This is an optimization exercise on Yosys and OpenROAD, whose aim is small area, not a production implementation.
Where RTL was checked, it was by simulation tests only, not by an equivalence proof against the original.
Function not checked in run 2: the RTL went through the layout flow alone.
No run shown here takes its clock network from TritonCTS; it comes from the design's own scripts or RTL.
The clock input has no modelled driver; a real chip could not lean on it and would need a root buffer or a full tree.
No activity file was given, so power comes from the tool's default toggle rates.

===== design/flow/flow/run.sh =====
#!/bin/bash
# Standard ORFS layout (the standard.sh) with these changes:
# - synthesis maps logic with an area-oriented ABC script (flow/synth_area.tcl,
#   flow/area.abc); registers are the standard synthesis's;
# - combinational cells are downsized after synthesis and synthesis buffers
#   removed (flow/pre_floorplan.tcl); the flow's repair sizes up what timing
#   needs;
# - port buffers are minimum-size buffers;
# - the clock tree is a few clock buffers, each driving an equal share of
#   the flip-flops (flow/pre_cts.tcl), in place of TritonCTS's H-tree.
# Logs: standard.log here, and ORFS's per-step logs under orfs/logs.
set -uo pipefail
W=$(pwd)
F=$W/flow
bash standard.sh \
  "SYNTH_SCRIPT=$F/synth_area.tcl" \
  "FLOW_SYNTH_TCL=$W/synth_recipe.tcl" \
  "AREA_ABC_SCRIPT=$F/area.abc" \
  "PRE_FLOORPLAN_TCL=$F/pre_floorplan.tcl" \
  REMOVE_ABC_BUFFERS=1 \
  "BUFFER_PORTS_ARGS=-buffer_cell sky130_fd_sc_hd__buf_1" \
  "PRE_CTS_TCL=$F/pre_cts.tcl" \
  CLK_LEAF_BUF=${CLK_LEAF_BUF:-sky130_fd_sc_hd__clkbuf_8} CLK_NCLUSTERS=${CLK_NCLUSTERS:-4} \
  finish > standard.log 2>&1

===== design/flow/flow/area.abc =====
strash
dch
amap
topo

===== design/flow/flow/pre_cts.tcl =====
# Clock distribution: the flip-flops are split into CLK_NCLUSTERS groups of equal
# size by position (balanced k-means); the clock port drives one clock buffer per group,
# placed at the group's centre, which drives the group's clock pins. This
# replaces TritonCTS's H-tree, which for this small design builds nine
# buffers and dummy loads.
set db [ord::get_db]
set block [ord::get_db_block]
set clknet [$block findNet clk]
set master [$db findMaster $::env(CLK_LEAF_BUF)]
set K $::env(CLK_NCLUSTERS)
set sinks {}
foreach it [$clknet getITerms] {
  set b [[$it getInst] getBBox]
  lappend sinks [list $it [expr {([$b xMin] + [$b xMax]) / 2.0}] [expr {([$b yMin] + [$b yMax]) / 2.0}]]
}
set ns [llength $sinks]
# k-means, seeded with sinks spread along x then y
set sorted [lsort -real -index 1 $sinks]
set cx {}; set cy {}
for {set k 0} {$k < $K} {incr k} {
  set s [lindex $sorted [expr {int(($k + 0.5) * $ns / $K)}]]
  lappend cx [lindex $s 1]; lappend cy [lindex $s 2]
}
# balanced k-means: each group holds at most ceil(ns/K) sinks
set cap [expr {($ns + $K - 1) / $K}]
for {set iter 0} {$iter < 30} {incr iter} {
  set pairs {}
  set i 0
  foreach s $sinks {
    for {set k 0} {$k < $K} {incr k} {
      lappend pairs [list [expr {abs([lindex $s 1] - [lindex $cx $k]) + abs([lindex $s 2] - [lindex $cy $k])}] $i $k]
    }
    incr i
  }
  set assign [lrepeat $ns -1]
  set cnt [lrepeat $K 0]
  foreach p [lsort -real -index 0 $pairs] {
    lassign $p d i k
    if {[lindex $assign $i] >= 0 || [lindex $cnt $k] >= $cap} { continue }
    lset assign $i $k
    lset cnt $k [expr {[lindex $cnt $k] + 1}]
  }
  set sumx [lrepeat $K 0.0]; set sumy [lrepeat $K 0.0]
  foreach s $sinks a $assign {
    lset sumx $a [expr {[lindex $sumx $a] + [lindex $s 1]}]
    lset sumy $a [expr {[lindex $sumy $a] + [lindex $s 2]}]
  }
  for {set k 0} {$k < $K} {incr k} {
    if {[lindex $cnt $k] > 0} {
      lset cx $k [expr {[lindex $sumx $k] / [lindex $cnt $k]}]
      lset cy $k [expr {[lindex $sumy $k] / [lindex $cnt $k]}]
    }
  }
}
for {set k 0} {$k < $K} {incr k} {
  if {[lindex $cnt $k] == 0} { continue }
  set inst [odb::dbInst_create $block $master clkbuf_leaf_$k]
  set net [odb::dbNet_create $block clknet_leaf_$k]
  $net setSigType CLOCK
  set i 0
  foreach s $sinks a $assign {
    if {$a == $k} { set it [lindex $s 0]; $it disconnect; $it connect $net }
  }
  [$inst findITerm A] connect $clknet
  [$inst findITerm X] connect $net
  $inst setLocation [expr {int([lindex $cx $k])}] [expr {int([lindex $cy $k])}]
  $inst setPlacementStatus PLACED
  puts "pre_cts: clock buffer $k ($::env(CLK_LEAF_BUF)) drives [lindex $cnt $k] sinks"
}
set_propagated_clock [all_clocks]
# TritonCTS is not run.
rename clock_tree_synthesis {}
proc clock_tree_synthesis {args} { puts "clock_tree_synthesis skipped" }

===== design/flow/flow/pre_floorplan.tcl =====
# Downsize every combinational cell that synthesis upsized to the smallest
# cell of the same family (same function and pins), and remove the buffers
# synthesis inserted. Timing is repaired afterwards by the standard flow,
# which sizes cells up again where a path needs it.
set db [ord::get_db]
set block [ord::get_db_block]
set n 0
foreach inst [$block getInsts] {
  set m [$inst getMaster]
  set name [$m getName]
  if {![regexp {^(sky130_fd_sc_hd__[a-z0-9]+)_([0-9]+)$} $name -> base drive]} { continue }
  # keep sequential cells as synthesis gave them
  if {[regexp {__(df|edf|sdf|dl|sedf|sdl)} $name]} { continue }
  if {[regexp {__(conb|tap|fill|decap|diode)} $name]} { continue }
  foreach d {0 1} {
    if {$d >= $drive} { break }
    set cand [$db findMaster ${base}_$d]
    if {$cand ne "NULL" && $cand ne ""} {
      if {[catch {replace_cell [$inst getName] ${base}_$d}] == 0} { incr n }
      break
    }
  }
}
puts "pre_floorplan: downsized $n cells"

===== design/flow/flow/synth_area.tcl =====
# The standard flow's synthesis (synth_recipe.tcl, sourced below unchanged), with ABC's
# technology mapping run with an area-oriented script (AREA_ABC_SCRIPT) in
# place of ORFS's delay-oriented one, which with its 10 ps delay target
# upsizes most cells. Everything before ABC (and so every register, its
# name and its cell) is the standard synthesis; ABC maps only the logic
# between registers.
proc abc {args} {
  set i [lsearch -exact $args -script]
  if {$i >= 0} { lset args [expr {$i + 1}] $::env(AREA_ABC_SCRIPT) }
  set j [lsearch -exact $args -D]
  if {$j >= 0} { set args [lreplace $args $j [expr {$j + 1}]] }
  yosys abc {*}$args
}
source $::env(FLOW_SYNTH_TCL)

===== design/flow/standard.sh =====
#!/bin/bash
# synth_recipe.tcl (not shown) runs the flow's synth.tcl, then flattens the netlist and writes it again
# the make line also repeats each setting of config.mk as NAME=value (left out here)
make -C /OpenROAD-flow-scripts/flow DESIGN_CONFIG=/design/flow/config.mk WORK_HOME=/design/flow/orfs CLKGATE_MAP_FILE= SYNTH_SCRIPT=/design/flow/synth_recipe.tcl "${@:-finish}"

===== design/flow/config.mk =====
export PLATFORM = sky130hd
export DESIGN_NAME = top2
export DESIGN_NICKNAME = top2
export VERILOG_FILES = /design/flow/design.v
export SDC_FILE = /design/flow/constraint.sdc
export NUM_CORES = 4
export LEC_CHECK = 0
export CAP_MARGIN = 20
export CORE_MARGIN = 2
export CORE_UTILIZATION = 65
export SLEW_MARGIN = 20

===== design/flow/constraint.sdc =====
create_clock -name core_clock -period 10.0 [get_ports {clk}]
set_input_delay 2.0000 -clock core_clock [delete_from_list [all_inputs] [get_ports {clk}]]
set_output_delay 2.0000 -clock core_clock [all_outputs]
set_load 0.01 [all_outputs]

===== design/flow/design.v =====
module hc_sr042 #(
    parameter [21:0] S0   = 22'h337507,
    parameter [21:0] S1   = 22'h26ea0e,
    parameter [21:0] S601 = 22'h2431c5,
    parameter [21:0] STM2 = 22'h1cdd41
) (
    input            clk,
    input            rst_n,
    input            echo2,
    output reg       trig2,
    output reg       last,       
    output reg [8:0] dis
);
    localparam [21:0] INV = 22'h155555;
    reg  [21:0] y;
    wire [21:0] s = y ^ INV;
    reg  [23:0] acc;
    always @(posedge clk)
        if (!rst_n) y <= S0 ^ INV;
        else        y <= {s[20:0], s[21] ^ s[20] ^ last} ^ INV;
    always @(posedge clk)
        if (!rst_n) last <= 1'b0;
        else        last <= (s == STM2);
    always @(posedge clk or negedge rst_n)
        if (!rst_n) trig2 <= 1'b0;
        else        trig2 <= (s == S1) | (trig2 & (s != S601));
    wire [24:0] cy;
    wire [23:0] sum;
    assign sum[0] = acc[0] ^ echo2;
    assign cy[1]  = acc[0] & echo2;
    assign sum[1] = acc[1] ^ echo2 ^ cy[1];
    assign cy[2]  = (acc[1] & echo2) | (cy[1] & (acc[1] ^ echo2));
    assign sum[2] = acc[2] ^ cy[2];
    assign cy[3]  = acc[2] & cy[2];
    assign sum[3] = acc[3] ^ echo2 ^ cy[3];
    assign cy[4]  = (acc[3] & echo2) | (cy[3] & (acc[3] ^ echo2));
    genvar i;
    generate for (i = 4; i < 24; i = i + 1) begin : inc
        assign sum[i]  = acc[i] ^ cy[i];
        assign cy[i+1] = acc[i] & cy[i];
    end endgenerate
    always @(posedge clk)
        if (!rst_n || (!echo2 && last)) acc <= 24'd0;
        else                            acc <= sum;
    wire [8:0] d    = acc[23:15];
    wire       ge   = d[8] & d[7] & (d[6] | d[5] | d[4]);    
    wire [8:0] fold = ge ? {2'b00, d[6:4] - 3'd1, d[3:0]} : d;
    always @(posedge clk)
        if (s == STM2) dis <= fold;
endmodule
module bcd2(
    input  clk,
    input  rst_n,
    output phase_end
);
    localparam [4:0] INV = 5'b10101;
    reg  [4:0] q;
    wire [4:0] p = q ^ INV;
    assign phase_end = (p == 5'b10110);
    always @(posedge clk)
        if (!rst_n) q <= 5'b01101 ^ INV;
        else        q <= {p[3:0], p[4] ^ p[2] ^ phase_end} ^ INV;
endmodule
module smg2(
    input            clk,
    input            rst_n,
    input      [8:0] dis,
    input            load,
    output reg [8:0] disp,
    output reg       led0
);
    always @(posedge clk or negedge rst_n)
        if (!rst_n)    disp <= 9'd0;
        else if (load) disp <= dis;
    always @(posedge clk or negedge rst_n)
        if (!rst_n) led0 <= 1'b0;
        else        led0 <= (disp <= 9'd40);
endmodule
module top2(
    input        clk,
    input        rst_n,
    input        echo2,
    output       trig2,
    output       led0,
    output [9:0] hz
);
    wire       last, phase_end;
    wire [8:0] dis;
    wire [8:0] disp;
    reg        wait1, wait2;
    hc_sr042 HC_SR04_inst(
        .clk(clk), .rst_n(rst_n), .echo2(echo2),
        .trig2(trig2), .last(last), .dis(dis));
    bcd2 bin_bcd_inst(
        .clk(clk), .rst_n(rst_n), .phase_end(phase_end));
    always @(posedge clk)
        if (!rst_n) begin
            wait1 <= 1'b0;
            wait2 <= 1'b0;
        end else begin
            if (last)           wait1 <= 1'b1;
            else if (phase_end) wait1 <= 1'b0;
            if (phase_end)      wait2 <= wait1;
        end
    smg2 x7seg_msg_inst(
        .clk(clk), .rst_n(rst_n), .dis(dis), .load(phase_end & wait2),
        .disp(disp), .led0(led0));
    assign hz = {1'b0, disp};
endmodule

==> results of run 1 <==
[state kept, by name, summed over array words and instances, names as in the netlist]
register             flops
wait1                    1
x7seg_msg_inst.disp      9
HC_SR04_inst.last        1
bin_bcd_inst.q           5
wait2                    1
x7seg_msg_inst.led0      1
HC_SR04_inst.trig2       1
HC_SR04_inst.acc        24
HC_SR04_inst.dis         9
HC_SR04_inst.y          22
[metal layers]
| metal | track usage [%] | up-vias |
|---|---|---|
| met5 | 0 | - |
| met4 | 3.32 | 0 |
| met3 | 1.33 | 6 |
| met2 | 30.8 | 20 |
| met1 | 23.9 | 734 |
| li1 | - | 809 |
[cell type report]
| class | count | area (sq um) | share of cell area, % |
|---|---|---|---|
| repair buffers | 15 | 63.8 | 2.27 |
| inverters | 16 | 60.1 | 2.14 |
| well taps | 50 | 62.6 | 2.23 |
| plain buffers | 4 | 55.1 | 1.96 |
| flip-flops and latches | 74 | 1630 | 57.9 |
| multi-input cells | 137 | 942 | 33.5 |
[final timing paths]
check | from | to | cells after the start
setup reg to reg | HC_SR04_inst.acc[0]$_SDFF_PP0_ | HC_SR04_inst.acc[22]$_SDFF_PP0_ | 24
hold reg to reg | HC_SR04_inst.y[16]$_SDFF_PN0_ | HC_SR04_inst.y[17]$_SDFF_PN1_ | 1
min in group asynchronous | rst_n | x7seg_msg_inst.disp[5]$_DFFE_PN0P_ | 2
hold / removal | HC_SR04_inst.y[16]$_SDFF_PN0_ | HC_SR04_inst.y[17]$_SDFF_PN1_ | 1
setup / recovery | echo2 | HC_SR04_inst.acc[22]$_SDFF_PP0_ | 25
max in group asynchronous | rst_n | x7seg_msg_inst.disp[6]$_DFFE_PN0P_ | 2
[per-stage QoR]
step / setup slack (ns) / util, % / hold slack [ns] / std cells
2_1_floorplan: 3.26 / - / 0.360 / 227
3_3_place_gp: 3.01 / 69.9 / 0.369 / 292
3_5_place_dp: 2.88 / 69.9 / 0.374 / 292
4_1_cts: 3.06 / 71.3 / 0.403 / 296
5_1_grt: 2.85 / 71.3 / 0.413 / 296
6_report: 3.10 / 71.3 / 0.398 / 296
[cell usage in the layout, fill, tap and decap left out, drive strengths merged, types with 2 or more instances in the layout]
cell type,Yosys,layout
dfxtp,54,54
nor2,26,26
nor2b,25,25
ha,24,24
nand2,17,17
clkinv,16,16
buf,1,15
dfrtp,11,11
edfxtp,9,9
a22o,7,7
nor4,5,5
nor3,4,4
clkbuf,0,4
nand3,3,3
nand4,3,3
a21oi,3,3
o21ai,3,3
o22ai,2,2
a211oi,2,2
fa,2,2
[worst reg2reg max path: cells and delay by family, from the launching register on]
kind,cells,cell delay [ns]
fa+ha+maj,23,4.64
simple gates,1,0.12
flops,1,0.33
[cell families after synthesis]
kind of cell,after synthesis,synth area share (%)
AND/OR/NAND/NOR,89,17.0
AO/OA/AOI/OAI,21,5.70
flip-flops,74,61.7
other,1,0.142
adder cells (fa/ha/maj),26,12.9
buffers and inverters,17,2.56
[power by group through the flow]
stage | clock (uW) | combinational, uW | sequential (uW)
after global routing | 120 | 21.7 | 317
after detailed placement | 0 | 18.4 | 323
final | 107 | 18.2 | 316
after global placement | 0 | 17.1 | 322
after floorplan | 0 | 12.3 | 321
after CTS | 111 | 18.6 | 316
==> flow_summary.json, run 1 <==
{
  "status": "finished clean",
  "seqPwrFrac_pct": 71.6,
  "final_max_slew_viol_count": 0,
  "gp_congestion": 0.798,
  "clock.fmax_mhz": 145,
  "fin_crit_ns": 6.90,
  "drt_iter0_drc": 112,
  "drive_above_1_share_pct": 2.44,
  "port_buffers": 13,
  "synth_ff_type": "dfxtp_1",
  "wl_met3_um": 127,
  "finalHoldViolCount": 0,
  "critPathLaunchType": "input port",
  "p_per_area_mw_per_mm2": 157,
  "synthArstFlopShare_pct": 14.9,
  "ys_chip_area_sq_mm": 0.00264,
  "worstPathRequired_ns": 10.05,
  "ir_worst_vdd_v": 0.000119,
  "gr-total-overflow": 0,
  "synthesis.area_sq_mm": 0.00263,
  "synth.area.top_cells": "dfxtp_1 (41%), ha_1 (11%), dfrtp_1 (10%), edfxtp_1 (10%), nor2b_1 (5.9%)",
  "post_cts_buffers": 0,
  "rsz0062_at_grt": "false",
  "slowest_stage": "fa_1",
  "pwr-share-clk_pct": 24.3,
  "drv.max_cap_violation_count": 0,
  "die_h_um": 67.6,
  "grt_pass1_vias": 1490,
  "top_layer_used": "met4",
  "ioPinCount": 15,
  "grt_max_degree": 25,
  "crit_buf_inv": 1,
  "n_antenna_cell": 0,
  "clock_skew_ns": 0.0126,
  "synthCells": 228,
  "drc_errors": 0,
  "clk_pin_slew_worst_paths_ns": 0.11,
  "start_util_pct": 66.8,
  "grt_pass1_wl_um": 6400,
  "fillers": 300,
  "wl_um": 3640,
  "wl_met2_um": 1720,
  "synth_warnings": 4,
  "cell_internal_pwr_uw": 355,
  "stdcell_area_sq_mm": 0.00281,
  "r2r_setup_slack_ns": 4.82,
  "synthMostInstantiatedCell": "dfxtp_1",
  "via_per_inst": 5.30,
  "dieArea_sq_mm": 0.00458,
  "slowest_delay_ns": 0.37,
  "final_nets": 277,
  "p_comb_share_pct": 4.1,
  "routedWlPerCell_um": 12.3,
  "ant_nets": 0,
  "synth_top_area_share_pct": 41.0,
  "worstHoldPathType": "flip-flop to flip-flop",
  "worst_slew_pin_slew_ns": 0.636,
  "cpMostUsedCell": "ha_1",
  "dieWidth_um": 67.6,
  "p_leak_uw": 0.00120,
  "slew_headroom_pct": 57.1,
  "cpLargestDelayFamily": "adder cells",
  "placed_area_sq_mm": 0.00276,
  "synth_top_area_cell": "dfxtp_1",
  "dr_total_vias": 1569,
  "p_sw_share_pct": 19.6,
  "cp_max_fo": 4,
  "period_share_pct": 69.0,
  "antenna_found_initial": 0,
  "num_rows": 23,
  "clk-insertion-delay-late_ns": 0.17,
  "fin_setup_tns_ns": 0,
  "synth_edf_count": 9,
  "synth_commonest_cells": "dfxtp_1 (54), nor2_1 (26), nor2b_1 (25), ha_1 (24), nand2_1 (17)",
  "synthToLayoutAreaGrowth_pct": 6.75,
  "switching_power_uw": 86.6,
  "first_pass_iters": 4,
  "worst_setup_path_end_kind": "flip-flop",
  "cp.arrival_ns": 6.95,
  "critPathKind": "input port to flip-flop",
  "grt_usage_pct": 17.5,
  "finalPower_uw": 441,
  "wl_met1_um": 1730,
  "finalSetupViolCount": 0,
  "synth_cell_type_count": 30,
  "synth_area_per_cell_sq_um": 11.5,
  "synth-seq-cells": 74,
  "hpwl_um": 2670,
  "core-area_sq_mm": 0.00394,
  "ctsResizeCount": 0,
  "cts_hold_buf": 0,
  "synth-seq-area-share_pct": 61.7
}
==> inputs of run 2 (changes only) <==
--- a/design/flow/design.v
+++ b/design/flow/design.v
@@ -13,3 +13,3 @@
 );
-    localparam [21:0] INV = 22'h155555;
+    localparam [21:0] INV = 22'h2aaaaa;
     reg  [21:0] y;
==> run 2 against run 1 <==
Compared with the run above:
- power fell by 0.29%
- clock skew fell by 0.0030 ns
- largest power group unchanged
- first-iteration DRC count fell by 1.8%
- combinational power barely moved
- sequential share of layout area rose by 0.078 points
- worst hold slack improved by 0.0036 ns
- cell count fell by 1.0%
- utilization fell by 0.095 points
- critical path type unchanged
- clock power barely moved
- via count fell by 0.32%
- final area fell by 0.13%
- routed wire length rose by 4.7%
==> flow_summary.json, run 2 <==
{
  "finalHoldWorstSlack_ns": 0.401,
  "placed_area_sq_mm": 0.00275,
  "synth_ff_type": "dfxtp_1",
  "critPathKind": "input port to flip-flop",
  "synth_cell_type_count": 28,
  "period_share_pct": 69.2,
  "first_pass_iters": 4,
  "synth-seq-cells": 74,
  "clock_skew_ns": 0.00961,
  "synthCells": 225,
  "p_comb_share_pct": 4.1,
  "synth-seq-area-share_pct": 61.8,
  "p_per_area_mw_per_mm2": 157,
  "via_per_inst": 5.34,
  "worst_slew_pin_slew_ns": 0.644,
  "post_cts_buffers": 0,
  "fin_setup_tns_ns": 0,
  "grt_pass1_vias": 1508,
  "start_util_pct": 66.7,
  "synth.area.top_cells": "dfxtp_1 (41%), ha_1 (11%), dfrtp_1 (10%), edfxtp_1 (10%), nor2b_1 (5.9%)",
  "regArea_sq_mm": 0.00163,
  "synth_top_area_cell": "dfxtp_1",
  "clk_pin_slew_worst_paths_ns": 0.11,
  "worstPathRequired_ns": 10.05,
  "top_regs": "HC_SR04_inst.acc x24, HC_SR04_inst.y x22",
  "cp.arrival_ns": 6.97,
  "die_h_um": 67.6,
  "routedWlPerCell_um": 13.0,
  "synthArstFlopShare_pct": 14.9,
  "clk-insertion-delay-late_ns": 0.16,
  "gp_congestion": 0.797,
  "synthesis.area_sq_mm": 0.00263,
  "gr-total-overflow": 0,
  "rsz0062_at_grt": "false",
  "synth_area_per_cell_sq_um": 11.7,
  "num_rows": 23,
  "hpwl_um": 2840,
  "cell_internal_pwr_uw": 355,
  "worstHoldPathType": "flip-flop to flip-flop",
  "status": "finished clean",
  "regMostFlops": "HC_SR04_inst.acc",
  "largest_reg_flops": 24,
  "dieArea_sq_mm": 0.00457,
  "drive_above_1_share_pct": 2.47,
  "synth_commonest_cells": "dfxtp_1 (54), nor2b_1 (25), ha_1 (24), nand2_1 (24), nor2_1 (18)",
  "switching_power_uw": 85.3,
  "synth_top_area_share_pct": 41.1,
  "drv.max_cap_violation_count": 0,
  "finalSetupViolCount": 0,
  "antenna_found_initial": 0,
  "finalHoldViolCount": 0,
  "ctsResizeCount": 0,
  "ir_worst_vdd_v": 0.000129,
  "worst_setup_path_end_kind": "flip-flop",
  "seqPwrFrac_pct": 71.8,
  "final_cell_mix": "dfxtp_1 (54), nor2b_1 (25), nand2_1 (24), ha_1 (24), nor2_1 (18)",
  "synthMostInstantiatedCell": "dfxtp_1",
  "slew_headroom_pct": 56.9,
  "synth_warnings": 4,
  "dieWidth_um": 67.6,
  "p_sw_share_pct": 19.4,
  "synth_edf_count": 9,
  "finalNonFillerCells": 293,
  "grt_max_degree": 30,
  "final_max_slew_viol_count": 0,
  "ant_nets": 0,
  "pwr-share-clk_pct": 24.1,
  "core-area_sq_mm": 0.00394,
  "critPathLaunchType": "input port",
  "ys_chip_area_sq_mm": 0.00263,
  "stdcell_area_sq_mm": 0.00281,
  "port_buffers": 13,
  "place_inst": 289,
  "n_antenna_cell": 0,
  "cp_max_fo": 4,
  "drt_iter0_drc": 110,
  "grt_usage_pct": 17.9,
  "p_leak_uw": 0.00126,
  "ioPinCount": 15,
  "fillers": 297,
  "grt_pass1_wl_um": 6490,
  "clock.fmax_mhz": 145,
  "synthToLayoutAreaGrowth_pct": 6.76,
  "cts_hold_buf": 0,
  "dr_total_vias": 1564,
  "finalPower_uw": 440,
  "fin_crit_ns": 6.92,
  "drc_errors": 0,
  "layout_commonest_cell": "dfxtp_1",
  "wl_um": 3810,
  "final_nets": 274,
  "multi_input_area_sq_um": 946
}
==> run 2: changes by cell type in the layout (fill, tap and decap cells not counted), moves of 2 or more <==
cell / previous run / this run
o21ai_0: 2 / 4
nand4b_1: 1 / 4
nand2_1: 17 / 24
clkinv_1: 16 / 14
nand3_1: 3 / 0
nor2_1: 26 / 18
==> run 2: worst paths after layout <==
check / from / end / slack [ns] / cells after the start
min reg2reg: bin_bcd_inst.q[3]$_SDFF_PN1_ / bin_bcd_inst.q[4]$_SDFF_PN1_ / 0.40 / 1
max reg2reg: HC_SR04_inst.acc[0]$_SDFF_PP0_ / HC_SR04_inst.acc[22]$_SDFF_PP0_ / 4.80 / 24
min: bin_bcd_inst.q[3]$_SDFF_PN1_ / bin_bcd_inst.q[4]$_SDFF_PN1_ / 0.40 / 1
max: echo2 / HC_SR04_inst.acc[22]$_SDFF_PP0_ / 3.08 / 25
max in group asynchronous: rst_n / x7seg_msg_inst.disp[0]$_DFFE_PN0P_ / 7.96 / 2
min in group asynchronous: rst_n / x7seg_msg_inst.disp[2]$_DFFE_PN0P_ / 1.81 / 2
==> run 2: layout make-up <==
cell class                      instances  area share [%]
Sequential cell                        74            58.0
Multi-Input combinational cell        136            33.7
Timing Repair Buffer                   15            2.27
Tap cell                               50            2.23
Buffer                                  4            1.96
Inverter                               14            1.87
==> run 2: critical path, cell delays in order <==
cell and delay [ns]:
buf_1 0.15, ha_1 0.25, fa_1 0.37, ha_1 0.20
fa_1 0.36, ha_1 0.19, ha_1 0.18, ha_1 0.18
ha_1 0.18, ha_1 0.18, ha_1 0.18, ha_1 0.18
ha_1 0.18, ha_1 0.18, ha_1 0.18, ha_1 0.19
ha_1 0.18, ha_1 0.18, ha_1 0.20, ha_1 0.19
ha_1 0.18, ha_1 0.18, ha_1 0.18, ha_1 0.26
nor2b_1 0.12
==> run 2: power groups by stage <==
stage	combinational, uW	clock [uW]	sequential (uW)
floorplan	11.8	0	321
global placement	16.8	0	322
detailed placement	18.1	0	323
CTS	18.3	108	316
global route	21.6	121	318
finish	17.9	106	316
==> run 2: metal layers <==
| metal | routed length, um | track usage (%) | up-vias | part of all wire [%] |
|---|---|---|---|---|
| met2 | 1840 | 32.8 | 19 | 48 |
| li1 | - | - | 812 | - |
| met3 | 140 | 1.83 | 4 | 3.7 |
| met4 | 34 | 1.28 | 0 | 0.89 |
| met1 | 1790 | 23.8 | 729 | 47 |
| met5 | 0 | 0 | - | 0 |
==> run 2: through the flow <==
step | worst slack (ns) | util (%)
2_1_floorplan | 3.26 | -
3_3_place_gp | 3.01 | 69.8
3_5_place_dp | 2.86 | 69.8
4_1_cts | 3.03 | 71.2
5_1_grt | 2.82 | 71.2
6_report | 3.08 | 71.2
==> run 2: cells by family after synthesis <==
kind of cell	share of synthesized area (%)
compound gates	5.66
simple gates	17.2
flops	61.8
other cells	0.142
buf+inv	2.28
fa+ha+maj	12.9
==> inputs of run 3 (changes only) <==
--- a/design/flow/design.v
+++ b/design/flow/design.v
@@ -13,3 +13,3 @@
 );
-    localparam [21:0] INV = 22'h2aaaaa;
+    localparam [21:0] INV = 22'h155555;
     reg  [21:0] y;
--- a/design/flow/flow/run.sh
+++ b/design/flow/flow/run.sh
@@ -2,3 +2,4 @@
 # Standard ORFS layout (the standard.sh) with these changes:
-# - synthesis maps logic with an area-oriented ABC script (flow/synth_area.tcl,
+# - synthesis maps logic with an area-oriented ABC script and without
+#   fixed adder cells (flow/synth_area.tcl,
 #   flow/area.abc); registers are the standard synthesis's;
==> design/flow/flow/area.abc (replaced) <==
strash
dc2
dch
amap
topo
==> design/flow/flow/synth_area.tcl (replaced) <==
# The standard flow's synthesis (synth_recipe.tcl, sourced below unchanged) with two
# changes to how the logic between registers is mapped to cells:
# - ABC runs an area-oriented script (AREA_ABC_SCRIPT) in place of ORFS's
#   delay-oriented one, which with its 10 ps delay target upsizes most
#   cells;
# - Yosys's extract_fa is skipped, so ABC maps the counters' adder logic
#   together with the logic around it instead of as fixed half/full-adder
#   cells.
# Every register, its name and its cell are those of the standard
# synthesis: both changes only affect combinational logic.
proc abc {args} {
  set i [lsearch -exact $args -script]
  if {$i >= 0} { lset args [expr {$i + 1}] $::env(AREA_ABC_SCRIPT) }
  set j [lsearch -exact $args -D]
  if {$j >= 0} { set args [lreplace $args $j [expr {$j + 1}]] }
  yosys abc {*}$args
}
proc extract_fa {args} { puts "extract_fa skipped" }
source $::env(FLOW_SYNTH_TCL)
--- a/design/flow/config.mk
+++ b/design/flow/config.mk
@@ -10,2 +10,3 @@
 export CORE_UTILIZATION = 65
+export GPL_TIMING_DRIVEN = 0
 export SLEW_MARGIN = 20
==> run 3 against run 2 <==
Compared with the run above:
- synthesized area fell by 5.0%
- worst hold slack got worse by 0.022 ns
- die area down 4.8%
- via count up 5.9%
- sequential share of layout area grew 2.7 points
- largest cell class unchanged
==> flow_summary.json, run 3 <==
{
  "status": "finished clean",
  "drive_above_1_share_pct": 3.08,
  "switching_power_uw": 86.3,
  "synth_warnings": 4,
  "regMostFlops": "HC_SR04_inst.acc",
  "core-area_sq_mm": 0.00369,
  "dieWidth_um": 66.0,
  "synth-seq-cells": 74,
  "num_rows": 22,
  "p_leak_uw": 0.00103,
  "worst_slew_pin_slew_ns": 0.710,
  "worstHoldPathType": "flip-flop to flip-flop",
  "clk_pin_slew_worst_paths_ns": 0.11,
  "worst_setup_path_end_kind": "flip-flop",
  "critPathLaunchType": "input port",
  "finalWorstSetupSlack_ns": 5.00,
  "finalSetupViolCount": 0,
  "seqPwrFrac_pct": 71.8,
  "p_comb_share_pct": 3.6,
  "ioPinCount": 15,
  "n_antenna_cell": 0,
  "clk-insertion-delay-late_ns": 0.17,
  "fin_crit_ns": 5.00,
  "fin_setup_tns_ns": 0,
  "routedWlPerCell_um": 12.5,
  "final_cell_mix": "dfxtp_1 (54), nor2_1 (53), nand2_1 (17), nor3_1 (17), clkinv_1 (13)",
  "post_cts_buffers": 0,
  "stdcell_area_sq_mm": 0.00268,
  "synthToLayoutAreaGrowth_pct": 7.42,
  "clock_skew_ns": 0.0141,
  "cp_max_fo": 4,
  "dieArea_sq_mm": 0.00435,
  "via_per_inst": 5.38,
  "finalHoldWorstSlack_ns": 0.379,
  "grt_pass1_wl_um": 6690,
  "grt_pass1_vias": 1568,
  "synthArstFlopShare_pct": 14.9,
  "gp_congestion": 0.797,
  "drt_iter0_drc": 101,
  "synth_top_area_cell": "dfxtp_1",
  "synthCells": 243,
  "period_share_pct": 50.0,
  "hpwl_um": 2730,
  "synth_commonest_cells": "dfxtp_1 (54), nor2_1 (53), nor3_1 (18), nand2_1 (17), clkinv_1 (13)",
  "gr-total-overflow": 0,
  "synth.area.top_cells": "dfxtp_1 (43%), dfrtp_1 (11%), edfxtp_1 (11%), nor2_1 (8.0%), nor3_1 (3.6%)",
  "synth_area_per_cell_sq_um": 10.3,
  "port_buffers": 13,
  "slew_headroom_pct": 52.4,
  "synth_edf_count": 9,
  "placed_area_sq_mm": 0.00263,
  "grt_util_met2_pct": 34.3,
  "drv.max_cap_violation_count": 0,
  "wl_um": 3860,
  "antenna_found_initial": 0,
  "cts_hold_buf": 0,
  "pwr-share-clk_pct": 24.6,
  "final_util_pct": 72.7,
  "ctsResizeCount": 0,
  "ir_worst_vdd_v": 0.000108,
  "synth_top_area_share_pct": 43.2,
  "grt_usage_pct": 18.9,
  "use_met3_pct": 1.53,
  "die_h_um": 66.0,
  "grtUsageMet1_pct": 24.8,
  "drc_errors": 0,
  "synthMostInstantiatedCell": "dfxtp_1",
  "synth_cell_type_count": 32,
  "clock.fmax_mhz": 200,
  "layout_commonest_cell": "dfxtp_1",
  "synth_ff_type": "dfxtp_1",
  "finalHoldViolCount": 0,
  "cp.arrival_ns": 5.07,
  "dr_total_vias": 1657,
  "synthesis.area_sq_mm": 0.00250,
  "start_util_pct": 67.7,
  "grt_max_degree": 24,
  "worstPathRequired_ns": 10.08,
  "p_per_area_mw_per_mm2": 163,
  "busiest_layer": "met2",
  "ant_nets": 0,
  "critPathKind": "input port to flip-flop",
  "top_regs": "HC_SR04_inst.acc x24, HC_SR04_inst.y x22",
  "post-place-ws_ns": 4.87,
  "cell_internal_pwr_uw": 352,
  "synth-seq-area-share_pct": 65.1,
  "final_nets": 265,
  "final_max_slew_viol_count": 0,
  "ys_chip_area_sq_mm": 0.00250,
  "largest_reg_flops": 24,
  "rsz0062_at_grt": "false",
  "first_pass_iters": 4,
  "p_sw_share_pct": 19.7
}
==> run 3: changes by cell type after synthesis, sizes merged, moves of 4 or more <==
cell / delta
nor2b: -24
a211oi: +4
o22a: +9
nor3: +15
ha: -24
a22o: -6
nand2: -7
nor2: +35
and3: +12
==> run 3: final timing paths <==
check                                                     from                            endpoint  slack, ns  cells past startpoint
min in group asynchronous                                rst_n  x7seg_msg_inst.disp[1]$_DFFE_PN0P_       1.78                      1
max in group asynchronous                                rst_n  x7seg_msg_inst.disp[0]$_DFFE_PN0P_       7.88                      1
worst min register to register    bin_bcd_inst.q[3]$_SDFF_PN1_        bin_bcd_inst.q[4]$_SDFF_PN1_       0.38                      1
worst min-delay path              bin_bcd_inst.q[3]$_SDFF_PN1_        bin_bcd_inst.q[4]$_SDFF_PN1_       0.38                      1
worst max register to register  HC_SR04_inst.acc[0]$_SDFF_PP0_     HC_SR04_inst.acc[23]$_SDFF_PP0_       6.75                     17
worst max-delay path                                     echo2     HC_SR04_inst.acc[23]$_SDFF_PP0_       5.00                     18
==> run 3: critical path: stages <==
cell      delay (ns)
buf_1           0.14
clkinv_1        0.14
nor2_1          0.16
nand2_1         0.07
o21ai_0         0.13
and3_1          0.25
and3_1          0.20
and3_1          0.20
and3_1          0.22
and3_1          0.21
and3_1          0.22
and3_1          0.21
nand2_1         0.09
nor2_1          0.16
nand2_1         0.10
nor2_1          0.18
nand2_1         0.10
a221oi_1        0.27
==> run 3: per-layer routing <==
metal | share of wire, % | up-vias
li1 | - | 883
met1 | 49 | 759
met2 | 47 | 10
met3 | 2.2 | 5
met4 | 2.1 | 0
met5 | 0 | -
==> run 3: final cells by class <==
cell class	instances	area (sq um)
well taps	48	60.1
inverters	13	48.8
repair buffers	14	65.1
plain buffers	4	55.1
multi-input cells	155	826
flip-flops and latches	74	1630
fillers	277	1010
==> run 3: stage by stage <==
step | instances | total power, uW
final | 308 | 438
after global routing | 308 | 455
after CTS | 308 | 441
after detailed placement | 304 | 337
after global placement | 303 | 336
after floorplan | 242 | 330
==> run 3: power by group through the flow <==
stage | registers (uW) | clock network (uW) | logic (uW)
finish | 314 | 108 | 16.0
global route | 316 | 121 | 18.4
CTS | 315 | 111 | 16.2
detailed placement | 321 | 0 | 16.1
global placement | 321 | 0 | 14.9
floorplan | 320 | 0 | 10.8
==> run 3: logic make-up (layout without fill, tap and decap cells) <==
| logic type | Yosys count | after routing | synth area share [%] |
|---|---|---|---|
| AND/OR/NAND/NOR | 124 | 124 | 23.7 |
| flip-flops | 74 | 74 | 65.1 |
| AO/OA/AOI/OAI | 30 | 30 | 8.81 |
| buffers and inverters | 14 | 31 | 2.25 |
| other | 1 | 1 | 0.150 |
==> inputs of run 4 (changes only) <==
--- a/design/flow/config.mk
+++ b/design/flow/config.mk
@@ -10,3 +10,2 @@
 export CORE_UTILIZATION = 65
-export GPL_TIMING_DRIVEN = 0
 export SLEW_MARGIN = 20
==> run 4 against run 3 <==
Compared with the run above:
- sequential share of layout area is 0.057 points higher
- clock skew is 0.0054 ns lower
- synthesized cell count stayed put
- utilization is 0.068 points lower
- global-route usage is 0.49 points higher
- via count is 3.3% higher
- die area stayed put
- critical path depth stayed put
==> flow_summary.json, run 4 <==
{
  "synth_edf_count": 9,
  "finalWorstSetupSlack_ns": 5.08,
  "ioPinCount": 15,
  "synthesis.area_sq_mm": 0.00250,
  "final_nets": 267,
  "synth_commonest_cells": "dfxtp_1 (54), nor2_1 (53), nor3_1 (18), nand2_1 (17), clkinv_1 (13)",
  "p_per_area_mw_per_mm2": 162,
  "period_share_pct": 49.2,
  "antenna_found_initial": 0,
  "fin_crit_ns": 4.92,
  "largest_reg_flops": 24,
  "synth_ff_type": "dfxtp_1",
  "dieArea_sq_mm": 0.00435,
  "gr-total-overflow": 0,
  "critPathLaunchType": "input port",
  "core-area_sq_mm": 0.00369,
  "synthCells": 243,
  "synth-seq-cells": 74,
  "top_regs": "HC_SR04_inst.acc x24, HC_SR04_inst.y x22",
  "finalHoldViolCount": 0,
  "worstHoldPathType": "flip-flop to flip-flop",
  "drv.max_cap_violation_count": 0,
  "final_util_pct": 72.6,
  "num_rows": 22,
  "multi_input_area_sq_um": 817,
  "routedWlPerCell_um": 12.7,
  "ir_worst_vdd_v": 0.0000974,
  "p_leak_uw": 0.00103,
  "synthArstFlopShare_pct": 14.9,
  "finalPower_uw": 435,
  "cts_hold_buf": 0,
  "drc_errors": 0,
  "critPathKind": "input port to flip-flop",
  "wl_um": 3940,
  "cp_max_fo": 4,
  "via_per_inst": 5.52,
  "worst_slew_pin_slew_ns": 0.548,
  "first_pass_iters": 4,
  "synth_cell_type_count": 32,
  "hpwl_um": 2830,
  "clock_skew_ns": 0.00871,
  "clk-insertion-delay-late_ns": 0.16,
  "start_util_pct": 67.7,
  "rsz0062_at_grt": "false",
  "fin_setup_tns_ns": 0,
  "n_antenna_cell": 0,
  "post_cts_buffers": 0,
  "synth-seq-area-share_pct": 65.1,
  "worst_setup_path_end_kind": "flip-flop",
  "grt_usage_pct": 19.4,
  "clock.fmax_mhz": 203,
  "grt_pass1_vias": 1569,
  "synthMostInstantiatedCell": "dfxtp_1",
  "finalSetupViolCount": 0,
  "placed_area_sq_mm": 0.00262,
  "gp_congestion": 0.836,
  "cp.arrival_ns": 5.00,
  "port_buffers": 13,
  "stdcell_area_sq_mm": 0.00268,
  "synthToLayoutAreaGrowth_pct": 7.32,
  "worstPathRequired_ns": 10.07,
  "ys_chip_area_sq_mm": 0.00250,
  "drt_iter0_drc": 119,
  "regMostFlops": "HC_SR04_inst.acc",
  "final_max_slew_viol_count": 0,
  "grt_pass1_wl_um": 6820,
  "synth_top_area_share_pct": 43.2,
  "slew_headroom_pct": 63.2,
  "synth_top_area_cell": "dfxtp_1",
  "synth.area.top_cells": "dfxtp_1 (43%), dfrtp_1 (11%), edfxtp_1 (11%), nor2_1 (8.0%), nor3_1 (3.6%)",
  "fillers": 279,
  "clk_pin_slew_worst_paths_ns": 0.10,
  "dr_total_vias": 1712,
  "dieWidth_um": 66.0,
  "ctsResizeCount": 0,
  "ant_nets": 0,
  "synth_warnings": 4,
  "status": "finished clean",
  "die_h_um": 66.0,
  "grt_max_degree": 25,
  "post-place-ws_ns": 4.94,
  "drive_above_1_share_pct": 2.67,
  "final_cell_mix": "dfxtp_1 (54), nor2_1 (53), nor3_1 (18)",
  "synth_area_per_cell_sq_um": 10.3,
  "layout_commonest_cell": "dfxtp_1",
  "regArea_sq_mm": 0.00163
}
-- run 4: cell counts after synthesis --
Identical to the previous run, type by type.
-- run 4: worst paths after layout --
check	start	to	slack, ns	cells past startpoint
max	echo2	HC_SR04_inst.acc[23]$_SDFF_PP0_	5.08	18
min	bin_bcd_inst.q[3]$_SDFF_PN1_	bin_bcd_inst.q[4]$_SDFF_PN1_	0.39	1
max reg2reg	HC_SR04_inst.acc[0]$_SDFF_PP0_	HC_SR04_inst.acc[23]$_SDFF_PP0_	6.76	17
min reg2reg	bin_bcd_inst.q[3]$_SDFF_PN1_	bin_bcd_inst.q[4]$_SDFF_PN1_	0.39	1
max in group asynchronous	rst_n	x7seg_msg_inst.disp[1]$_DFFE_PN0P_	8.00	2
min in group asynchronous	rst_n	x7seg_msg_inst.disp[4]$_DFFE_PN0P_	1.78	2
-- run 4: cells by family after synthesis --
group	share of synthesized area, %
buffers and inverters	2.25
DFF	65.1
and+or+nand+nor	23.7
other	0.150
AOI/OAI and AO/OA	8.81
-- run 4: stage by stage --
stage / hold slack [ns] / instances
floorplan: 0.353 / 242
global placement: 0.363 / 306
detailed placement: 0.370 / 306
CTS: 0.396 / 310
global route: 0.419 / 310
finish: 0.393 / 310
-- run 4: power breakdown --
part           switching (uW)  internal, uW
Sequential               5.94           309
Combinational            10.4          5.70
Clock                    66.9          37.2
Total                    83.2           352
-- run 4: per-layer routing --
layer | up-vias | GRT usage (%) | share of wire [%]
met5 | - | 0 | 0
met2 | 26 | 35.4 | 49
li1 | 887 | - | -
met1 | 795 | 26.3 | 46
met3 | 4 | 1.87 | 3.7
met4 | 0 | 1.79 | 0.96
-- run 4: critical path, stage by stage --
cell	delay (ns)
buf_1	0.11
clkinv_1	0.12
nor2_1	0.16
nand2_1	0.08
o21ai_0	0.14
and3_1	0.25
and3_1	0.20
and3_1	0.20
and3_1	0.20
and3_1	0.20
and3_1	0.22
and3_1	0.21
nand2_1	0.09
nor2_1	0.17
nand2_1	0.11
nor2_1	0.18
nand2_1	0.10
a221oi_1	0.27
-- run 4: cell type report --
type / count / area share [%]
sequential: 74 / 60.7
multi-input combinational: 155 / 30.5
timing repair buffer: 16 / 2.66
tap: 48 / 2.24
buffer: 4 / 2.06
inverter: 13 / 1.82
==> inputs of run 5 (changes only) <==
--- a/design/flow/config.mk
+++ b/design/flow/config.mk
@@ -7,5 +7,6 @@
 export LEC_CHECK = 0
-export CAP_MARGIN = 20
+export CAP_MARGIN = 0
 export CORE_MARGIN = 2
-export CORE_UTILIZATION = 65
-export SLEW_MARGIN = 20
+export CORE_UTILIZATION = 50
+export GPL_TIMING_DRIVEN = 0
+export SLEW_MARGIN = 0
==> run 5 against run 4 <==
Compared with the run above:
- still clean on timing, DRC and antenna
- register-to-register slack got worse by 0.03 ns
- routed wire length rose by 1.9%
- global-route usage fell by 3.9 points
- critical path type unchanged
==> flow_summary.json, run 5 <==
{
  "status": "finished clean",
  "synth_ff_type": "dfxtp_1",
  "first_pass_iters": 4,
  "num_rows": 25,
  "clock_skew_ns": 0.00929,
  "hp-start": "bin_bcd_inst.q[3]$_SDFF_PN1_",
  "finalHoldViolCount": 0,
  "final_cell_mix": "dfxtp_1 (54), nor2_1 (53), nor3_1 (18)",
  "routedWlPerCell_um": 12.3,
  "drive_above_1_share_pct": 2.31,
  "synth_top_area_cell": "dfxtp_1",
  "slew_headroom_pct": 18.8,
  "grt_usage_pct": 15.5,
  "ctsResizeCount": 0,
  "ioPinCount": 15,
  "finalSetupViolCount": 0,
  "drt_iter0_drc": 89,
  "final_nets": 265,
  "gp_congestion": 0.837,
  "gr-total-overflow": 0,
  "largest_reg_flops": 24,
  "synthCells": 243,
  "grt_pass1_wl_um": 7060,
  "ant_nets": 0,
  "fin_setup_tns_ns": 0,
  "layout_commonest_cell": "dfxtp_1",
  "stdcell_area_sq_mm": 0.00270,
  "start_util_pct": 52.5,
  "synthArstFlopShare_pct": 14.9,
  "dieArea_sq_mm": 0.00557,
  "synth_cell_type_count": 32,
  "synthMostInstantiatedCell": "dfxtp_1",
  "synth-seq-area-share_pct": 65.1,
  "clk_pin_slew_worst_paths_ns": 0.11,
  "placed_area_sq_mm": 0.00264,
  "synthToLayoutAreaGrowth_pct": 8.12,
  "drc_errors": 0,
  "p_leak_uw": 0.00103,
  "synthesis.area_sq_mm": 0.00250,
  "die_h_um": 74.7,
  "worstHoldPathType": "flip-flop to flip-flop",
  "clock.fmax_mhz": 200,
  "port_buffers": 13,
  "wl_um": 4010,
  "post_cts_buffers": 0,
  "cp.arrival_ns": 5.07,
  "regMostFlops": "HC_SR04_inst.acc",
  "p_per_area_mw_per_mm2": 163,
  "ys_chip_area_sq_mm": 0.00250,
  "cp_max_fo": 4,
  "synth_area_per_cell_sq_um": 10.3,
  "dieWidth_um": 74.7,
  "via_per_inst": 5.18,
  "antenna_found_initial": 0,
  "top_regs": "HC_SR04_inst.acc x24, HC_SR04_inst.y x22",
  "synth_edf_count": 9,
  "ir_worst_vdd_v": 0.000155,
  "synth_top_area_share_pct": 43.2,
  "n_antenna_cell": 0,
  "worstPathRequired_ns": 10.08,
  "period_share_pct": 49.9,
  "dr_total_vias": 1694,
  "rsz0062_at_grt": "false",
  "synth-seq-cells": 74,
  "critPathKind": "input port to flip-flop",
  "r2r-start": "HC_SR04_inst.acc[1]$_SDFF_PP0_",
  "final_max_slew_viol_count": 0,
  "core-area_sq_mm": 0.00475,
  "synth_warnings": 4,
  "setup.worst_path.start": "echo2",
  "synth.area.top_cells": "dfxtp_1 (43%), dfrtp_1 (11%), edfxtp_1 (11%), nor2_1 (8.0%), nor3_1 (3.6%)",
  "grt_pass1_vias": 1639,
  "critPathLaunchType": "input port",
  "cts_hold_buf": 0,
  "worst_slew_pin_slew_ns": 1.21,
  "hpwl_um": 2820,
  "fin_crit_ns": 4.99,
  "worst_setup_path_end_kind": "flip-flop",
  "drv.max_cap_violation_count": 0,
  "clk-insertion-delay-late_ns": 0.17,
  "synth_commonest_cells": "dfxtp_1 (54), nor2_1 (53), nor3_1 (18), nand2_1 (17), clkinv_1 (13)",
  "grt_max_degree": 24
}
run 5: changes by cell type in the layout (fill, tap and decap cells not counted), sizes merged:
cell  before  now
buf       16   14
run 5: through the flow:
step	setup WS, ns	hold WS [ns]	power [uW]	std cells	util (%)
detailed placement	4.80	0.367	338	323	55.6
floorplan	5.40	0.353	330	242	-
CTS	4.97	0.392	445	327	56.8
global route	4.67	0.420	460	327	56.8
global placement	4.84	0.362	336	322	55.2
finish	5.01	0.395	440	327	56.8
run 5: cells by family (layout without fill, tap and decap cells):
kind of cell,after synthesis,count (layout),share of synthesized area [%]
compound gates,30,30,8.81
other cells,1,1,0.150
flops,74,74,65.1
simple gates,124,124,23.7
buf+inv,14,31,2.25
run 5: worst max-delay path: stages:
cell and delay, ns:
buf_1 0.14, clkinv_1 0.13, nor2_1 0.15, nand2_1 0.08
o21ai_0 0.13, and3_1 0.25, and3_1 0.21, and3_1 0.21
and3_1 0.21, and3_1 0.21, and3_1 0.22, and3_1 0.22
nand2_1 0.09, nor2_1 0.16, nand2_1 0.11, nor2_1 0.18
nand2_1 0.10, a221oi_1 0.27
run 5: worst paths after layout:
check	slack, ns	to	depth (start not counted)
worst min-delay path	0.39	bin_bcd_inst.q[4]$_SDFF_PN1_	1
worst max-delay path	5.01	HC_SR04_inst.acc[23]$_SDFF_PP0_	18
worst max register to register	6.73	HC_SR04_inst.acc[23]$_SDFF_PP0_	17
min in group asynchronous	2.04	HC_SR04_inst.trig2$_DFF_PN0_	1
max in group asynchronous	7.25	x7seg_msg_inst.disp[1]$_DFFE_PN0P_	1
worst min register to register	0.39	bin_bcd_inst.q[4]$_SDFF_PN1_	1
run 5: cell type report:
class                      instances  area, sq um
buffer                             4         55.1
fill                             441         2060
inverter                          13         48.8
multi-input combinational        155          821
sequential                        74         1630
tap                               67         83.8
timing repair buffer              14         63.8
run 5: power by group:
group,switching [uW],internal [uW],total [uW],leakage (uW)
clock,72.0,37.3,109,0.0000288
sequential,5.82,309,315,0.000687
combinational,10.4,5.80,16.2,0.000310
total,88.2,352,440,0.00103
run 5: layer usage:
metal	GRT usage, %	up-vias	wire length (um)
li1	-	883	-
met1	21.3	779	1870
met3	0.937	7	107
met4	2.78	0	53
met2	27.5	25	1980
met5	0	-	0
==> inputs of run 6 (changes only) <==
--- a/design/flow/config.mk
+++ b/design/flow/config.mk
@@ -9,3 +9,3 @@
 export CORE_MARGIN = 2
-export CORE_UTILIZATION = 50
+export CORE_UTILIZATION = 80
 export GPL_TIMING_DRIVEN = 0
==> run 6 against run 5 <==
Compared with the run above:
- register-to-register slack got worse by 0.29 ns
- clock power about the same
- synthesized cell count unchanged
- routed wire length increased by 8.4%
- largest power group unchanged
==> flow_summary.json, run 6 <==
{
  "status": "finished clean",
  "reg2reg_to": "HC_SR04_inst.acc[23]$_SDFF_PP0_",
  "synth.area.top_cells": "dfxtp_1 (43%), dfrtp_1 (11%), edfxtp_1 (11%), nor2_1 (8.0%), nor3_1 (3.6%)",
  "synthesis.area_sq_mm": 0.00250,
  "p_sw_share_pct": 19.9,
  "critPathKind": "input port to flip-flop",
  "fin_crit_ns": 5.32,
  "num_rows": 20,
  "synth-seq-cells": 74,
  "period_share_pct": 53.2,
  "hpwl_um": 3080,
  "worst_setup_path_end_kind": "flip-flop",
  "synthToLayoutAreaGrowth_pct": 5.81,
  "crit_end": "HC_SR04_inst.acc[23]$_SDFF_PP0_",
  "finalSetupViolCount": 0,
  "synth_warnings": 4,
  "pwr-share-clk_pct": 24.6,
  "slew_headroom_pct": 14.6,
  "synth_commonest_cells": "dfxtp_1 (54), nor2_1 (53), nor3_1 (18), nand2_1 (17), clkinv_1 (13)",
  "worstHoldPathType": "flip-flop to flip-flop",
  "wl_um": 4350,
  "drc_errors": 0,
  "largest_reg_flops": 24,
  "p_leak_uw": 0.00102,
  "ir_worst_vdd_v": 0.000156,
  "slowest_stage": "a221oi_1",
  "worstPathRequired_ns": 10.04,
  "p_comb_share_pct": 3.6,
  "cts_hold_buf": 0,
  "final_cell_mix": "dfxtp_1 (54), nor2_1 (53), nor3_1 (18)",
  "routedWlPerCell_um": 14.9,
  "final_max_slew_viol_count": 0,
  "synth_area_per_cell_sq_um": 10.3,
  "dieArea_sq_mm": 0.00358,
  "seqPwrFrac_pct": 71.9,
  "synth_top_area_cell": "dfxtp_1",
  "dr_total_vias": 1772,
  "synthCells": 243,
  "regMostFlops": "HC_SR04_inst.acc",
  "clk_pin_slew_worst_paths_ns": 0.11,
  "core-area_sq_mm": 0.00300,
  "gr-total-overflow": 0,
  "start_util_pct": 83.1,
  "layout_commonest_cell": "dfxtp_1",
  "finalNonFillerCells": 292,
  "finalHoldWorstSlack_ns": 0.400,
  "drive_above_1_share_pct": 1.93,
  "grt_pass1_wl_um": 7220,
  "cp_max_fo": 4,
  "grt_pass1_vias": 1657,
  "ant_nets": 0,
  "r2r-start": "HC_SR04_inst.acc[0]$_SDFF_PP0_",
  "via_per_inst": 6.07,
  "place_inst": 288,
  "worst_slew_pin_slew_ns": 1.27,
  "first_pass_iters": 4,
  "clock.fmax_mhz": 188,
  "rr_worst_depth": 17,
  "die_h_um": 59.9,
  "cp.arrival_ns": 5.36,
  "top_regs": "HC_SR04_inst.acc x24, HC_SR04_inst.y x22",
  "final_nets": 264,
  "port_buffers": 13,
  "drv.max_cap_violation_count": 0,
  "fillers": 145,
  "grt_max_degree": 25,
  "fin_setup_tns_ns": 0,
  "synthMostInstantiatedCell": "dfxtp_1",
  "gp_congestion": 0.886,
  "cpMostUsedCell": "and3_1",
  "setup.worst_path.start": "echo2",
  "drt_iter0_drc": 229,
  "dieWidth_um": 59.9,
  "post_cts_buffers": 0,
  "synth-seq-area-share_pct": 65.1,
  "synthArstFlopShare_pct": 14.9,
  "synth_cell_type_count": 32,
  "clk-insertion-delay-late_ns": 0.16,
  "path_cells": "buf_1 -> clkinv_1 -> nor2_1 -> nand2_1 -> o21ai_0 -> and3_1 -> and3_1 -> and3_1 -> and3_1 -> and3_1 -> and3_1 -> and3_1 -> nand2_1 -> nor2_1 -> nand2_1 -> nor2_1 -> nand2_1 -> a221oi_1",
  "synth_top_area_share_pct": 43.2,
  "slowest_delay_ns": 0.33,
  "finalHoldViolCount": 0,
  "antenna_found_initial": 0,
  "ioPinCount": 15,
  "rsz0062_at_grt": "false",
  "r2r_setup_slack_ns": 6.44,
  "grt_usage_pct": 25.5,
  "clock_skew_ns": 0.0161,
  "switching_power_uw": 87.0,
  "synth_ff_type": "dfxtp_1",
  "ys_chip_area_sq_mm": 0.00250,
  "critPathLaunchType": "input port",
  "cell_internal_pwr_uw": 351,
  "ctsResizeCount": 0,
  "synth_edf_count": 9,
  "n_antenna_cell": 0,
  "p_per_area_mw_per_mm2": 166
}
## run 6: cell counts after synthesis
Identical to the previous run, type by type.
## run 6: layer usage
| layer | share of wire, % | up-vias | GRT usage (%) |
|---|---|---|---|
| met3 | 3.4 | 10 | 1.73 |
| met1 | 44 | 842 | 35.4 |
| met4 | 1.7 | 0 | 5.71 |
| li1 | - | 877 | - |
| met2 | 51 | 43 | 44.1 |
| met5 | 0 | - | 0 |
## run 6: logic make-up after synthesis
family | count (synthesis) | share of synthesized area, %
flip-flops | 74 | 65.1
other | 1 | 0.150
AO/OA/AOI/OAI | 30 | 8.81
buffers and inverters | 14 | 2.25
AND/OR/NAND/NOR | 124 | 23.7
## run 6: cell type report
cell class / count / area [sq um] / share of cell area, %
multi-input cells: 155 / 821 / 31.1
plain buffers: 4 / 55.1 / 2.08
inverters: 13 / 48.8 / 1.85
repair buffers: 13 / 48.8 / 1.85
well taps: 33 / 41.3 / 1.56
flip-flops and latches: 74 / 1630 / 61.6
## run 6: metrics by stage
stage / utilization, % / instance area, sq um / total power, uW / setup slack (ns)
floorplan: - / 2490 / 330 / 5.40
global placement: 86.0 / 2580 / 335 / 4.91
detailed placement: 86.1 / 2590 / 337 / 4.66
CTS: 88.0 / 2640 / 438 / 4.71
global route: 88.0 / 2640 / 453 / 4.40
finish: 88.0 / 2640 / 438 / 4.68
## run 6: critical path: cells and delay by family
kind	cells	cell delay, ns
simple gates	14	2.60
compound gates	2	0.45
buf+inv	2	0.31
## run 6: power groups by stage
stage          combinational [uW]  clock, uW  sequential [uW]
3_3_place_gp                 14.6          0              321
2_1_floorplan                10.8          0              320
6_report                     15.6        108              315
4_1_cts                      15.7        107              315
5_1_grt                      17.8        119              316
3_5_place_dp                 15.6          0              321
## run 6: how the worst min path moves through the flow
stage	startpoint	endpoint	slack, ns	cells past startpoint
after detailed placement	bin_bcd_inst.q[3]$_SDFF_PN1_	bin_bcd_inst.q[4]$_SDFF_PN1_	0.36	1
after global routing	bin_bcd_inst.q[3]$_SDFF_PN1_	bin_bcd_inst.q[4]$_SDFF_PN1_	0.41	1
final	bin_bcd_inst.q[3]$_SDFF_PN1_	bin_bcd_inst.q[4]$_SDFF_PN1_	0.40	1
after global placement	bin_bcd_inst.q[3]$_SDFF_PN1_	bin_bcd_inst.q[4]$_SDFF_PN1_	0.36	1
after CTS	bin_bcd_inst.q[3]$_SDFF_PN1_	bin_bcd_inst.q[4]$_SDFF_PN1_	0.40	1
after floorplan	bin_bcd_inst.q[3]$_SDFF_PN1_	bin_bcd_inst.q[4]$_SDFF_PN1_	0.35	1
==> inputs of run 7 (changes only) <==
--- a/design/flow/config.mk
+++ b/design/flow/config.mk
@@ -9,3 +9,3 @@
 export CORE_MARGIN = 2
-export CORE_UTILIZATION = 80
+export CORE_UTILIZATION = 65
 export GPL_TIMING_DRIVEN = 0
==> run 7 against run 6 <==
Compared with the run above:
- sequential cell count is the same
- highest routed layer unchanged
- still clean on timing, DRC and antenna
- final area rose by 0.90%
- power decreased by 0.16%
- largest power group unchanged
==> flow_summary.json, run 7 <==
{
  "largest_reg_flops": 24,
  "critPathKind": "input port to flip-flop",
  "core-area_sq_mm": 0.00369,
  "grt_pass1_vias": 1527,
  "synth.area.top_cells": "dfxtp_1 (43%), dfrtp_1 (11%), edfxtp_1 (11%), nor2_1 (8.0%), nor3_1 (3.6%)",
  "synth-seq-cells": 74,
  "wl_um": 3880,
  "synthArstFlopShare_pct": 14.9,
  "post_cts_buffers": 0,
  "cpMostUsedCell": "and3_1",
  "synth_warnings": 4,
  "dieWidth_um": 66.0,
  "gp_congestion": 0.797,
  "synthMostInstantiatedCell": "dfxtp_1",
  "ys_chip_area_sq_mm": 0.00250,
  "gr-total-overflow": 0,
  "status": "finished clean",
  "die_h_um": 66.0,
  "fin_setup_tns_ns": 0,
  "worstPathRequired_ns": 10.07,
  "fin_crit_ns": 5.00,
  "n_antenna_cell": 0,
  "cp.arrival_ns": 5.07,
  "synth-seq-area-share_pct": 65.1,
  "start_util_pct": 67.7,
  "num_rows": 22,
  "slowest_stage": "a221oi_1",
  "drive_above_1_share_pct": 2.32,
  "final_nets": 264,
  "final_cell_mix": "dfxtp_1 (54), nor2_1 (53), nand2_1 (17), nor3_1 (17)",
  "dr_total_vias": 1664,
  "grt_max_degree": 25,
  "synth_top_area_share_pct": 43.2,
  "p_leak_uw": 0.00102,
  "final_util_pct": 72.3,
  "ir_worst_vdd_v": 0.000124,
  "cp_max_fo": 4,
  "slowest_delay_ns": 0.27,
  "rsz0062_at_grt": "false",
  "port_buffers": 13,
  "layout_commonest_cell": "dfxtp_1",
  "crit_buf_inv": 2,
  "ioPinCount": 15,
  "synth_cell_type_count": 32,
  "synthToLayoutAreaGrowth_pct": 6.77,
  "grt_pass1_wl_um": 6600,
  "ant_nets": 0,
  "clk_pin_slew_worst_paths_ns": 0.10,
  "drc_errors": 0,
  "synth_edf_count": 9,
  "path_cells": "buf_1 -> clkinv_1 -> nor2_1 -> nand2_1 -> o21ai_0 -> and3_1 -> and3_1 -> and3_1 -> and3_1 -> and3_1 -> and3_1 -> and3_1 -> nand2_1 -> nor2_1 -> nand2_1 -> nor2_1 -> nand2_1 -> a221oi_1",
  "slew_headroom_pct": 26.0,
  "hpwl_um": 2710,
  "clock_skew_ns": 0.00719,
  "dieArea_sq_mm": 0.00435,
  "worst_setup_path_end_kind": "flip-flop",
  "clk-insertion-delay-late_ns": 0.16,
  "critPathLaunchType": "input port",
  "ctsResizeCount": 0,
  "top_regs": "HC_SR04_inst.acc x24, HC_SR04_inst.y x22",
  "cpLargestDelayFamily": "simple AND/OR/NAND/NOR gates",
  "synth_ff_type": "dfxtp_1",
  "worst_slew_pin_slew_ns": 1.11,
  "clock.fmax_mhz": 200,
  "finalHoldViolCount": 0,
  "synthCells": 243,
  "synthesis.area_sq_mm": 0.00250,
  "synth_area_per_cell_sq_um": 10.3,
  "grt_usage_pct": 18.7,
  "synth_commonest_cells": "dfxtp_1 (54), nor2_1 (53), nor3_1 (18), nand2_1 (17), clkinv_1 (13)",
  "period_share_pct": 50.0,
  "via_per_inst": 5.42,
  "drt_iter0_drc": 124,
  "cts_hold_buf": 0,
  "antenna_found_initial": 0,
  "regMostFlops": "HC_SR04_inst.acc",
  "p_per_area_mw_per_mm2": 164,
  "finalSetupViolCount": 0,
  "first_pass_iters": 4,
  "drv.max_cap_violation_count": 0,
  "worstHoldPathType": "flip-flop to flip-flop",
  "final_max_slew_viol_count": 0,
  "synth_top_area_cell": "dfxtp_1",
  "routedWlPerCell_um": 12.6
}
run 7: cell types whose count changed in the layout (fill, tap and decap cells not counted):
cell / previous run / this run
nor3_1: 18 / 17
nor3_2: 0 / 1
run 7: layer usage:
metal,vias up,track usage (%),share of wire [%]
li1,875,-,-
met1,771,24.9,49
met2,13,34.6,47
met3,5,1.19,2.1
met4,0,2.55,1.7
met5,-,0,0
run 7: layout make-up:
class / count / area, sq um
Buffer: 4 / 55.1
Inverter: 13 / 48.8
Fill cell: 280 / 1020
Sequential cell: 74 / 1630
Timing Repair Buffer: 13 / 48.8
Multi-Input combinational cell: 155 / 826
Tap cell: 48 / 60.1
run 7: path summary, 6_finish.rpt:
path / slack [ns] / cells past startpoint / startpoint / end
max: 5.00 / 18 / echo2 / HC_SR04_inst.acc[23]$_SDFF_PP0_
min: 0.39 / 1 / HC_SR04_inst.y[5]$_SDFF_PN0_ / HC_SR04_inst.y[6]$_SDFF_PN1_
max reg2reg: 6.73 / 17 / HC_SR04_inst.acc[0]$_SDFF_PP0_ / HC_SR04_inst.acc[23]$_SDFF_PP0_
min reg2reg: 0.39 / 1 / HC_SR04_inst.y[5]$_SDFF_PN0_ / HC_SR04_inst.y[6]$_SDFF_PN1_
max in group asynchronous: 7.32 / 1 / rst_n / x7seg_msg_inst.disp[8]$_DFFE_PN0P_
min in group asynchronous: 2.02 / 1 / rst_n / x7seg_msg_inst.disp[1]$_DFFE_PN0P_
run 7: cell families after synthesis:
logic type / count (synthesis) / share of synthesized area (%)
and+or+nand+nor: 124 / 23.7
DFF: 74 / 65.1
AOI/OAI and AO/OA: 30 / 8.81
buffers and inverters: 14 / 2.25
other: 1 / 0.150
run 7: report_power, final:
group / switching (uW) / internal (uW) / total [uW] / leakage, uW
Sequential: 5.72 / 309 / 314 / 0.000687
Combinational: 10.0 / 5.24 / 15.3 / 0.000303
Clock: 70.6 / 37.3 / 108 / 0.0000288
run 7: metrics by stage:
stage	hold slack (ns)	std cells	total power (uW)	setup WS (ns)	area, sq um
floorplan	0.353	242	330	5.40	2490
global placement	0.363	303	336	4.92	2600
detailed placement	0.365	303	337	4.84	2610
CTS	0.380	307	441	5.00	2660
global route	0.402	307	455	4.61	2670
finish	0.391	307	438	5.00	2670

==> re-timing with driven ports <==
Ports are ideal in the flow. The routed layouts listed here were re-timed in OpenROAD. Step 1 assumes that a clkbuf_16 drives the clock port and a buf_2 every other input. Step 2 adds t to the input delays and takes it off the output delays; t is the mean of the earliest and latest rising clock arrival at the registers after step 1. Input paths then give back, and output paths get back, about the clock's delay inside the block. Three values: no drivers, after step 1, after step 2; two values: the first two.
run | t, ns | setup WS [ns] | hold slack, ns | worst setup path after step 2 | worst data-port slew with drivers (ns)
run 1 | 0.213 | 3.102 / 3.135 / 2.921 | 0.398 / 0.398 / 0.398 | input to register | 0.03
run 2 | 0.210 | 3.080 / 3.108 / 2.898 | 0.401 / 0.401 / 0.401 | input to register | 0.03
run 3 | 0.217 | 5.003 / 5.039 / 4.821 | 0.379 / 0.379 / 0.379 | input to register | 0.03
run 4 | 0.210 | 5.076 / 5.105 / 4.894 | 0.393 / 0.393 / 0.393 | input to register | 0.03
run 5 | 0.212 | 5.011 / 5.037 / 4.825 | 0.395 / 0.395 / 0.395 | input to register | 0.03
run 6 | 0.205 | 4.685 / 4.712 / 4.507 | 0.400 / 0.400 / 0.400 | input to register | 0.03
run 7 | 0.216 | 5.002 / 5.033 / 4.817 | 0.391 / 0.391 / 0.391 | input to register | 0.03
After both steps every run listed still meets setup and hold. The setup slack of run 5, which loses most, moves by +0.026 ns with the drivers and by -0.186 ns with both steps.
